This design comes from an exercise in tuning for a short achievable clock period and few clock cycles on the open sky130 flow, not from production work. Only simulation tests tie the RTL to the original design; equivalence was not proved. No activity file was given, so power comes from the tool's default toggle rates.

$ cat design/flow/design.v
`default_nettype none
module processor( input         clk, reset,
                  output [31:0] PC,
                  input  [31:0] instruction,
                  output        WE,
                  output [31:0] address_to_mem,
                  output [31:0] data_to_mem,
                  input  [31:0] data_from_mem
                );
    reg rst_r;
    always @(posedge clk) rst_r <= reset;
    reg         c_v   [0:31];
    reg  [4:0]  c_tag [0:31];
    reg  [31:0] c_ins [0:31];
    reg         c_ptk [0:31];               
    reg  [31:0] jr_tgt;                      
    reg  [31:0] pfa_r;
    wire [31:0] pfa = rst_r ? 32'd0 : pfa_r;
    reg  [31:0] pc_o;                        
    assign PC = pc_o;
    reg  [31:0] fill_ins;
    reg  [9:0]  fill_a;
    reg         fill_v;
    always @(posedge clk) begin
        fill_ins <= instruction;
        fill_a   <= pfa[11:2];
        fill_v   <= ~reset;
    end
    reg  [31:0] fpc_r;
    wire [31:0] fpc = rst_r ? 32'd0 : fpc_r;
    wire [31:0] fp0 = fpc;
    wire [31:0] fp1 = fpc + 32'd4;
    wire [31:0] fp2 = fpc + 32'd8;
    wire [4:0]  fx0 = fp0[6:2], fx1 = fp1[6:2], fx2 = fp2[6:2];
    wire        hit0 = c_v[fx0] && c_tag[fx0] == fp0[11:7];
    wire        hit1 = c_v[fx1] && c_tag[fx1] == fp1[11:7];
    wire        hit2 = c_v[fx2] && c_tag[fx2] == fp2[11:7];
    wire [31:0] fi0 = c_ins[fx0], fi1 = c_ins[fx1], fi2 = c_ins[fx2];
    wire        fk0 = c_ptk[fx0], fk1 = c_ptk[fx1], fk2 = c_ptk[fx2];
    wire [31:0] fg0 = ftgt(fi0, fp0), fg1 = ftgt(fi1, fp1), fg2 = ftgt(fi2, fp2);
    wire        w0, w1, w2, u10, u11, u12, u20, u21, u22, m0, m1, m2, d0, d1, d2;
    predec pd0 (fi0, w0, u10, u20, m0, d0);
    predec pd1 (fi1, w1, u11, u21, m1, d1);
    predec pd2 (fi2, w2, u12, u22, m2, d2);
    function [31:0] ftgt(input [31:0] ir, input [31:0] pc);
        if (ir[6:0] == 7'b1100111)
            ftgt = jr_tgt;
        else if (ir[6:0] == 7'b1101111)
            ftgt = pc + {{12{ir[31]}}, ir[19:12], ir[20], ir[30:21], 1'b0};
        else
            ftgt = pc + {{20{ir[31]}}, ir[7], ir[30:25], ir[11:8], 1'b0};
    endfunction
    function dep(input [31:0] ii, input wi, input [31:0] ij, input u1, input u2);
        dep = wi && ii[11:7] != 5'd0 &&
              ((u1 && ij[19:15] == ii[11:7]) || (u2 && ij[24:20] == ii[11:7]));
    endfunction
    wire        s0 = hit0;
    wire        s1 = s0 & hit1 & ~fk0 & ~m0 & ~dep(fi0, w0, fi1, u11, u21) & ~(d0 & d1);
    wire        s2 = s1 & hit2 & ~fk1 & ~m1 & ~dep(fi0, w0, fi2, u12, u22) &
                     ~dep(fi1, w1, fi2, u12, u22) & ~(d2 & (d0 | d1));
    wire [31:0] fnext = s2 ? (fk2 ? fg2 : fpc + 32'd12) :
                        s1 ? (fk1 ? fg1 : fp2) :
                             (fk0 ? fg0 : fp1);
    wire        f_wait = fp0[11:2] == pfa[11:2] || (fill_v && fp0[11:2] == fill_a);
    wire [31:0] pf_ahead = pfa - fpc;
    wire [31:0] pfa_nx = (~hit0 & ~f_wait) ? fp0 :
                         (pf_ahead < 32'd32) ? pfa + 32'd4 : pfa;
    always @(posedge clk) begin
        pfa_r <= pfa_nx;
        if (reset) pc_o <= 32'd0;
        else       pc_o <= pfa_nx;
    end
    reg  [2:0]  e_v;
    reg  [31:0] e_i0, e_i1, e_i2;
    reg  [31:0] e_p0, e_p1, e_p2;
    reg  [31:0] e_pn;                        
    wire [2:0]  ev = e_v & {3{~rst_r}};
    reg  [31:0] regs [1:31];
    wire [31:0] a0 = e_i0[19:15] == 5'd0 ? 32'd0 : regs[e_i0[19:15]];
    wire [31:0] b0 = e_i0[24:20] == 5'd0 ? 32'd0 : regs[e_i0[24:20]];
    wire [31:0] a1 = e_i1[19:15] == 5'd0 ? 32'd0 : regs[e_i1[19:15]];
    wire [31:0] b1 = e_i1[24:20] == 5'd0 ? 32'd0 : regs[e_i1[24:20]];
    wire [31:0] a2 = e_i2[19:15] == 5'd0 ? 32'd0 : regs[e_i2[19:15]];
    wire [31:0] b2 = e_i2[24:20] == 5'd0 ? 32'd0 : regs[e_i2[24:20]];
    wire        wr0, wr1, wr2, tk0, tk1, tk2, lw0, lw1, lw2, sw0, sw1, sw2;
    wire        dr0, dr1, dr2, rm0, rm1, rm2, br0, br1, br2;
    wire [31:0] r0, r1, r2, n0, n1, n2, ma0, ma1, ma2;
    exu x0 (e_i0, e_p0, a0, b0, wr0, tk0, n0, r0, lw0, sw0, ma0, dr0, rm0, br0);
    exu x1 (e_i1, e_p1, a1, b1, wr1, tk1, n1, r1, lw1, sw1, ma1, dr1, rm1, br1);
    exu x2 (e_i2, e_p2, a2, b2, wr2, tk2, n2, r2, lw2, sw2, ma2, dr2, rm2, br2);
    wire        mis0 = ev[0] & (ev[1] ? tk0 : (n0 != e_pn));
    wire        mis1 = ev[1] & (ev[2] ? tk1 : (n1 != e_pn));
    wire        mis2 = ev[2] & (n2 != e_pn);
    wire        c0 = ev[0];
    wire        c1 = ev[1] & ~mis0;
    wire        c2 = ev[2] & ~mis0 & ~mis1;
    wire [31:0] da = dr0 ? a0 : dr1 ? a1 : a2;
    wire [31:0] db = dr0 ? b0 : dr1 ? b1 : b2;
    wire        dis_rem = dr0 ? rm0 : dr1 ? rm1 : rm2;
    wire        dgo = (c0 & dr0) | (c1 & dr1) | (c2 & dr2);
    wire        dv_done;
    wire [31:0] dv_res;
    divider dv (clk, rst_r, dgo, dis_rem, da, db, dv_done, dv_res);
    reg  [1:0]  ld_ph;
    wire        lgo = (c0 & lw0) | (c1 & lw1) | (c2 & lw2);
    reg  [31:0] ldr;
    always @(posedge clk) ldr <= data_from_mem;
    wire        stall = (dgo & ~dv_done) | (lgo & ld_ph != 2'd2);
    wire        go = ~stall;
    always @(posedge clk) begin
        if (~lgo | go) ld_ph <= 2'd0;
        else           ld_ph <= ld_ph + 2'd1;
    end
    wire [31:0] wd0 = lw0 ? ldr : dr0 ? dv_res : r0;
    wire [31:0] wd1 = lw1 ? ldr : dr1 ? dv_res : r1;
    wire [31:0] wd2 = lw2 ? ldr : dr2 ? dv_res : r2;
    wire        we0 = go & c0 & wr0;
    wire        we1 = go & c1 & wr1;
    wire        we2 = go & c2 & wr2;
    wire [4:0]  rd0 = e_i0[11:7], rd1 = e_i1[11:7], rd2 = e_i2[11:7];
    integer q;
    always @(posedge clk) begin
        for (q = 1; q < 32; q = q + 1) begin
            if (we2 && rd2 == q)      regs[q] <= wd2;
            else if (we1 && rd1 == q) regs[q] <= wd1;
            else if (we0 && rd0 == q) regs[q] <= wd0;
        end
    end
    reg         we_r;
    reg  [31:0] addr_r, wdata_r;
    assign WE = we_r;
    assign address_to_mem = addr_r;
    assign data_to_mem = wdata_r;
    wire        sgo = (c0 & sw0) | (c1 & sw1) | (c2 & sw2);
    wire [31:0] mad = (sw0 | lw0) ? ma0 : (sw1 | lw1) ? ma1 : ma2;
    wire [31:0] sdt = sw0 ? b0 : sw1 ? b1 : b2;
    always @(posedge clk) begin
        we_r <= go & sgo & ~reset;
        if (sgo | (lgo & ld_ph == 2'd0)) addr_r <= mad;
        if (sgo) wdata_r <= sdt;
    end
    wire        redir = go & ((c0 & mis0) | (c1 & mis1) | (c2 & mis2));
    wire [31:0] rtgt  = mis0 ? n0 : mis1 ? n1 : n2;
    wire [31:0] rpc   = mis0 ? e_p0 : mis1 ? e_p1 : e_p2;
    wire        rtk   = mis0 ? tk0 : mis1 ? tk1 : tk2;
    wire        rbr   = mis0 ? br0 : mis1 ? br1 : br2;
    wire        rjr   = mis0 ? (e_i0[6:0] == 7'b1100111) :
                        mis1 ? (e_i1[6:0] == 7'b1100111) : (e_i2[6:0] == 7'b1100111);
    always @(posedge clk) begin
        if (rst_r) begin
            e_v   <= 3'b000;
            fpc_r <= 32'd0;
        end else if (redir) begin
            e_v   <= 3'b000;
            fpc_r <= rtgt;
        end else if (go) begin
            e_v   <= {s2, s1, s0};
            e_i0  <= fi0; e_i1 <= fi1; e_i2 <= fi2;
            e_p0  <= fp0; e_p1 <= fp1; e_p2 <= fp2;
            e_pn  <= fnext;
            if (s0) fpc_r <= fnext;
        end
    end
    wire [4:0]  ux = rpc[6:2];
    wire [4:0]  fw = fill_a[4:0];
    wire        fhit = c_v[fw] && c_tag[fw] == fill_a[9:5];
    integer j;
    always @(posedge clk) begin
        if (redir & rjr) jr_tgt <= rtgt;
        if (rst_r) begin
            for (j = 0; j < 32; j = j + 1) c_v[j] <= 1'b0;
        end else begin
            if (redir & rbr & c_v[ux] & c_tag[ux] == rpc[11:7])
                c_ptk[ux] <= rtk;
            if (fill_v & ~fhit) begin
                c_v[fw]   <= 1'b1;
                c_tag[fw] <= fill_a[9:5];
                c_ins[fw] <= fill_ins;
                c_ptk[fw] <= 1'b0;
            end
        end
    end
endmodule
module predec ( input [31:0] ir,
                output wr, u1, u2, mem, dr );
    wire [6:0] opc = ir[6:0];
    wire br  = opc == 7'b1100011;
    wire st  = opc == 7'b0100011;
    wire rr  = opc == 7'b0110011;
    wire ld  = opc == 7'b0000011;
    assign wr  = ~(br | st);
    assign u1  = ~(opc == 7'b0110111 || opc == 7'b0010111 || opc == 7'b1101111);
    assign u2  = br | st | rr;
    assign mem = st | ld | dr;              
    assign dr  = rr && (ir[14:12] == 3'b100 || ir[14:12] == 3'b110);
endmodule
module exu ( input  [31:0] ir, pc, rs1, rs2,
             output        wr,           
             output        taken,
             output [31:0] nxt,          
             output reg [31:0] res,
             output        is_lw, is_sw,
             output [31:0] maddr,
             output        is_dr, is_rem, is_br );
    wire [6:0] opc = ir[6:0];
    wire [2:0] f3  = ir[14:12];
    wire       f7z = ir[31:25] == 7'b0000000;
    wire       f7s = ir[31:25] == 7'b0100000;
    assign is_lw   = opc == 7'b0000011 && f3 == 3'b010;
    wire   is_addi = opc == 7'b0010011 && f3 == 3'b000;
    assign is_sw   = opc == 7'b0100011 && f3 == 3'b010;
    wire   is_r    = opc == 7'b0110011;
    wire   is_add  = is_r && f3 == 3'b000 && f7z;
    wire   is_sub  = is_r && f3 == 3'b000 && f7s;
    wire   is_slt  = is_r && f3 == 3'b010;
    assign is_rem  = is_r && f3 == 3'b110;
    wire   is_and  = is_r && f3 == 3'b111;
    wire   is_div  = is_r && f3 == 3'b100;
    wire   is_srl  = is_r && f3 == 3'b101 && f7z;
    wire   is_sra  = is_r && f3 == 3'b101 && f7s;
    wire   is_sll  = is_r && f3 == 3'b001;
    wire   is_b    = opc == 7'b1100011;
    wire   is_beq  = is_b && f3 == 3'b000;
    wire   is_bne  = is_b && f3 == 3'b001;
    wire   is_blt  = is_b && f3 == 3'b100;
    wire   is_jal  = opc == 7'b1101111;
    wire   is_jalr = opc == 7'b1100111;
    wire   is_lui  = opc == 7'b0110111;
    wire   is_aui  = opc == 7'b0010111;
    assign is_dr   = is_div | is_rem;
    assign is_br   = is_beq | is_bne | is_blt | is_jal | is_jalr;
    assign wr = is_lw | is_addi | is_add | is_sub | is_slt | is_and | is_dr |
                is_srl | is_sra | is_sll | is_jal | is_jalr | is_lui | is_aui;
    wire [31:0] immI = {{20{ir[31]}}, ir[31:20]};
    wire [31:0] immS = {{20{ir[31]}}, ir[31:25], ir[11:7]};
    wire [31:0] immB = {{20{ir[31]}}, ir[7], ir[30:25], ir[11:8], 1'b0};
    wire [31:0] immU = {ir[31:12], 12'd0};
    wire [31:0] immJ = {{12{ir[31]}}, ir[19:12], ir[20], ir[30:21], 1'b0};
    wire [31:0] sum_ri = rs1 + immI;
    wire        lt     = (rs1[31] ^ rs2[31]) ? rs1[31] : (rs1 < rs2);
    wire        eq     = rs1 == rs2;
    wire        shbig  = |rs2[31:5];
    wire [31:0] srl_r  = shbig ? 32'd0 : rs1 >> rs2[4:0];
    wire [31:0] sll_r  = shbig ? 32'd0 : rs1 << rs2[4:0];
    wire [31:0] sra_r  = shbig ? {32{rs1[31]}} :
                         (srl_r | ({32{rs1[31]}} & ~(32'hffffffff >> rs2[4:0])));
    wire [31:0] pc4    = pc + 32'd4;
    wire [31:0] pcimm  = pc + (is_aui ? immU : is_jal ? immJ : immB);
    always @(*) begin
        res = 32'd0;
        if (is_addi)          res = sum_ri;
        if (is_add)           res = rs1 + rs2;
        if (is_sub)           res = rs1 - rs2;
        if (is_slt)           res = {31'd0, lt};
        if (is_and)           res = rs1 & rs2;
        if (is_srl)           res = srl_r;
        if (is_sra)           res = sra_r;
        if (is_sll)           res = sll_r;
        if (is_jal | is_jalr) res = pc4;
        if (is_lui)           res = immU;
        if (is_aui)           res = pcimm;
    end
    assign taken = is_jal | is_jalr | (is_beq & eq) | (is_bne & ~eq) | (is_blt & lt);
    assign nxt   = taken ? (is_jalr ? sum_ri : pcimm) : pc4;
    assign maddr = is_sw ? rs1 + immS : sum_ri;
endmodule
module divider ( input clk, rst, go, is_rem,
                 input [31:0] rs1, rs2,
                 output done,
                 output [31:0] res );
    localparam DK = 6;
    localparam [1:0] D_IDLE = 2'd0, D_PREP = 2'd1, D_ITER = 2'd2, D_FIX = 2'd3;
    reg  [1:0]  st;
    reg  [2:0]  cnt;                         
    reg  [31:0] dr, da, dq, dbv;
    reg  [3:0]  dx;                          
    reg         negq, negr, isrem;
    wire        sa = rs1[31];
    wire        sb = rs2[31];
    wire        bz = rs2 == 32'd0;
    wire        neg0 = (sa | sb) & ~bz;
    function [5:0] blen(input [31:0] x);
        integer i;
        begin
            blen = 6'd0;
            for (i = 0; i < 32; i = i + 1)
                if (x[i]) blen = i + 1;
        end
    endfunction
    wire        idle = st == D_IDLE;
    wire [31:0] pa = idle ? rs1 : da;
    wire [31:0] pb = idle ? rs2 : dbv;
    wire [5:0]  la = blen(pa);
    wire [5:0]  lb = blen(pb);
    wire [6:0]  df = {1'b0, la} - {1'b0, lb};
    wire        dneg = la < lb;
    wire [2:0]  nblk = (dneg | df < 7'd6) ? 3'd0 :
                       df < 7'd12 ? 3'd1 :
                       df < 7'd18 ? 3'd2 :
                       df < 7'd24 ? 3'd3 :
                       df < 7'd30 ? 3'd4 : 3'd5;
    reg  [31:0] r0;
    reg  [35:0] a0;
    always @(*) begin
        case (nblk)
            3'd0: begin r0 = pa >> 6;  a0 = {pa << 26, 4'd0}; end
            3'd1: begin r0 = pa >> 12; a0 = {pa << 20, 4'd0}; end
            3'd2: begin r0 = pa >> 18; a0 = {pa << 14, 4'd0}; end
            3'd3: begin r0 = pa >> 24; a0 = {pa << 8, 4'd0};  end
            3'd4: begin r0 = pa >> 30; a0 = {pa << 2, 4'd0};  end
            default: begin r0 = 32'd0; a0 = {4'd0, pa}; end
        endcase
    end
    wire        iter = st == D_ITER;
    wire [31:0] st_r = iter ? dr : r0;
    wire [35:0] st_a = iter ? {da, dx} : a0;
    wire [31:0] st_q = iter ? dq : 32'd0;
    reg  [31:0] nr, nq;
    reg  [35:0] na;
    reg  [32:0] t;
    integer k;
    always @(*) begin
        nr = st_r; na = st_a; nq = st_q;
        for (k = 0; k < DK; k = k + 1) begin
            t = {nr, na[35]} - {1'b0, pb};
            if (!t[32]) nr = t[31:0];
            else        nr = {nr[30:0], na[35]};
            nq = {nq[30:0], ~t[32]};
            na = na << 1;
        end
    end
    wire        cur_rem  = idle ? is_rem : isrem;
    wire        cur_neg  = cur_rem ? negr : negq;
    wire        blk_last = iter ? (cnt == 3'd0) : (nblk == 3'd0);
    wire [31:0] blk_res  = cur_rem ? nr : nq;
    assign done = idle ? (bz | (~neg0 & blk_last)) :
                  (st == D_FIX) ? 1'b1 : (blk_last & ~cur_neg);
    assign res  = (st == D_FIX) ? -dr :
                  (idle & bz) ? (is_rem ? rs1 : 32'hffffffff) :
                  blk_res;
    always @(posedge clk) begin
        if (rst | ~go | done) begin
            st <= D_IDLE;
        end else begin
            case (st)
            D_IDLE: begin
                negq  <= sa ^ sb;
                negr  <= sa;
                isrem <= is_rem;
                if (neg0) begin
                    st  <= D_PREP;
                    da  <= sa ? -rs1 : rs1;
                    dbv <= sb ? -rs2 : rs2;
                end else begin
                    st  <= D_ITER;
                    cnt <= nblk - 3'd1;
                    dbv <= rs2;
                    dr  <= nr;
                    {da, dx} <= na;
                    dq  <= nq;
                end
            end
            default: begin
                if (blk_last) begin
                    st <= D_FIX;
                    dr <= blk_res;
                end else begin
                    st  <= D_ITER;
                    cnt <= iter ? cnt - 3'd1 : nblk - 3'd1;
                    dr  <= nr;
                    {da, dx} <= na;
                    dq  <= nq;
                end
            end
            endcase
        end
    end
endmodule
`default_nettype wire
$ cat design/flow/run.sh
#!/bin/bash
# synth_recipe.tcl (not shown) runs the flow's synth.tcl, then flattens the netlist and writes it again
# the make line also repeats each setting of config.mk as NAME=value (left out here)
make -C /OpenROAD-flow-scripts/flow DESIGN_CONFIG=/design/flow/config.mk WORK_HOME=/design/flow/orfs CLKGATE_MAP_FILE= SYNTH_SCRIPT=/design/flow/synth_recipe.tcl finish
$ cat design/flow/config.mk
export PLATFORM = sky130hd
export DESIGN_NAME = processor
export DESIGN_NICKNAME = processor
export VERILOG_FILES = /design/flow/design.v
export SDC_FILE = /design/flow/constraint.sdc
export NUM_CORES = 4
export LEC_CHECK = 0
export CAP_MARGIN = 20
export CORE_MARGIN = 2
export CORE_UTILIZATION = 40
export SLEW_MARGIN = 20
$ cat design/flow/constraint.sdc
create_clock -name core_clock -period 150.0 [get_ports {clk}]
set_input_delay 30.0000 -clock core_clock [delete_from_list [all_inputs] [get_ports {clk}]]
set_output_delay 30.0000 -clock core_clock [all_outputs]
set_load 0.01 [all_outputs]
==> results.txt <==
- The routability-driven placement congestion ratio is between 1 and 1.5.
- The instance area at placement is between 200000 and 300000 µm².
- The clock drives around 2.9k sinks.
- 163 I/O pins were placed.
- The total of cells resized after clock tree synthesis is 0.
- Hold repair after CTS inserted 0 buffers.
- In this run the clock root is driven by a sky130_fd_sc_hd__clkbuf_16.
- Port buffering added ~160 buffers.
- The flip-flop cell with the highest count after synthesis is sky130_fd_sc_hd__edfxtp_1.
- The sequential-to-total area share from yosys stat is 32.33%.
- The async set-or-reset flop fraction in the synthesized netlist is 0%.
- The cell total after placement is between 30k and 40k.
- The first error in the log reads "[ERROR GRT-0116] Global routing finished with congestion. Check the congestion regions in the DRC Viewer".
- The initial core utilization is about 40%.
- The sum of net half-perimeters after detailed placement is between 1500000 and 2000000 µm.
- Counting every net in the synthesized netlist gives 30.57k.
- The unique cell type count in the Yosys netlist is ~130.
- The number of global-route vias before repair is 344.5k.
- The die is roughly 810 µm tall.
- The global-route wire length before repair is ~3700000 µm.
- The maximum number of pins on one net before global-route repair is ~100.
- The warning count from the yosys run is 36.
- The total global-route track usage is a little over four fifths.
- The floorplan row count is a little under 300.
- The flow did not finish.
- Yosys mapped a number of flops with a built-in enable equal to around 2.6k.
- The H-tree generated during clock tree synthesis spans 5 levels.
- The number of buffers inserted during clock tree synthesis is about 350.
- A synthesized cell averages about 8.7 µm².
- In this run the deepest clock path goes through 4 buffers.
- The cell area after synthesis is ~260000 µm².
- The horizontal die dimension is ~810 µm.
- The synthesized instance count is approximately 30k.
- The remaining global-route overflow is between 10k and 15k.
- Buffers added to address setup during post-CTS repair amount to 0.
- The terminating stage of the flow is 5_1_grt.
- The number of synthesized register bits is between 2k and 3k.
cells in the mapped netlist, drive strengths merged (247+ instances only):
library cell,n,area (µm²)
o21bai,280,2106
a211oi,473,3586
xnor2,703,6157
ha,734,9184
a22oi,1371,10300
and3,851,5324
nor3,401,2073
and2,305,1908
buf,788,3566
a21o,362,2718
mux4,625,14080
a22o,257,2251
o21ai,1584,7935
xor2,295,2584
nor4,269,1698
inv,713,2676
a31oi,337,2148
a21oi,2119,10620
a221oi,301,2679
mux2i,1413,14150
nand2,3043,11420
clkbuf,1915,7189
nand4,664,4154
edfxtp,2619,78650
nor2,2023,7611
nand3,1714,8578
o22ai,247,1545
power by group through the flow:
stage,registers (mW),clock network (mW),logic (mW)
after floorplan,1.06,0,4.16
after global placement,1.07,0,6.45
after detailed placement,1.07,0,6.43
after CTS,1.05,0.927,6.47
per-layer routing:
metal / overflow / GRT usage (%)
met5: 249 / 60.43
met4: 2441 / 75.39
met3: 2127 / 76.96
met2: 6117 / 92.77
met1: 2512 / 86.30
how the worst max path moves through the flow:
stage	slack [ns]	cells after the start	end	from
detailed placement	108.55	162	regs[8][17]$_DFFE_PP_	e_i0[24]$_DFFE_PP_
floorplan	118.97	175	regs[16][14]$_DFFE_PP_	e_i2[21]$_DFFE_PP_
global placement	105.75	164	regs[20][17]$_DFFE_PP_	e_i0[24]$_DFFE_PP_
CTS	108.38	162	regs[23][17]$_DFFE_PP_	e_i0[24]$_DFFE_PP_
per-stage QoR:
stage	setup WS [ns]	total power [mW]
2_1_floorplan	118.97	5.224
3_3_place_gp	105.75	7.523
3_5_place_dp	108.55	7.502
4_1_cts	108.38	8.447
logic make-up after synthesis:
| logic type | after synthesis | share of synthesized area (%) |
|---|---|---|
| AO/OA/AOI/OAI | 9237 | 24.25 |
| XOR/XNOR | 998 | 3.383 |
| adder cells (fa/ha/maj) | 756 | 3.705 |
| buffers and inverters | 3431 | 5.220 |
| flip-flops | 2863 | 32.33 |
| multiplexers | 2276 | 11.96 |
| AND/OR/NAND/NOR | 10190 | 19.15 |
Testbench counts, summed over its fixed seeds: cycles 21,841.
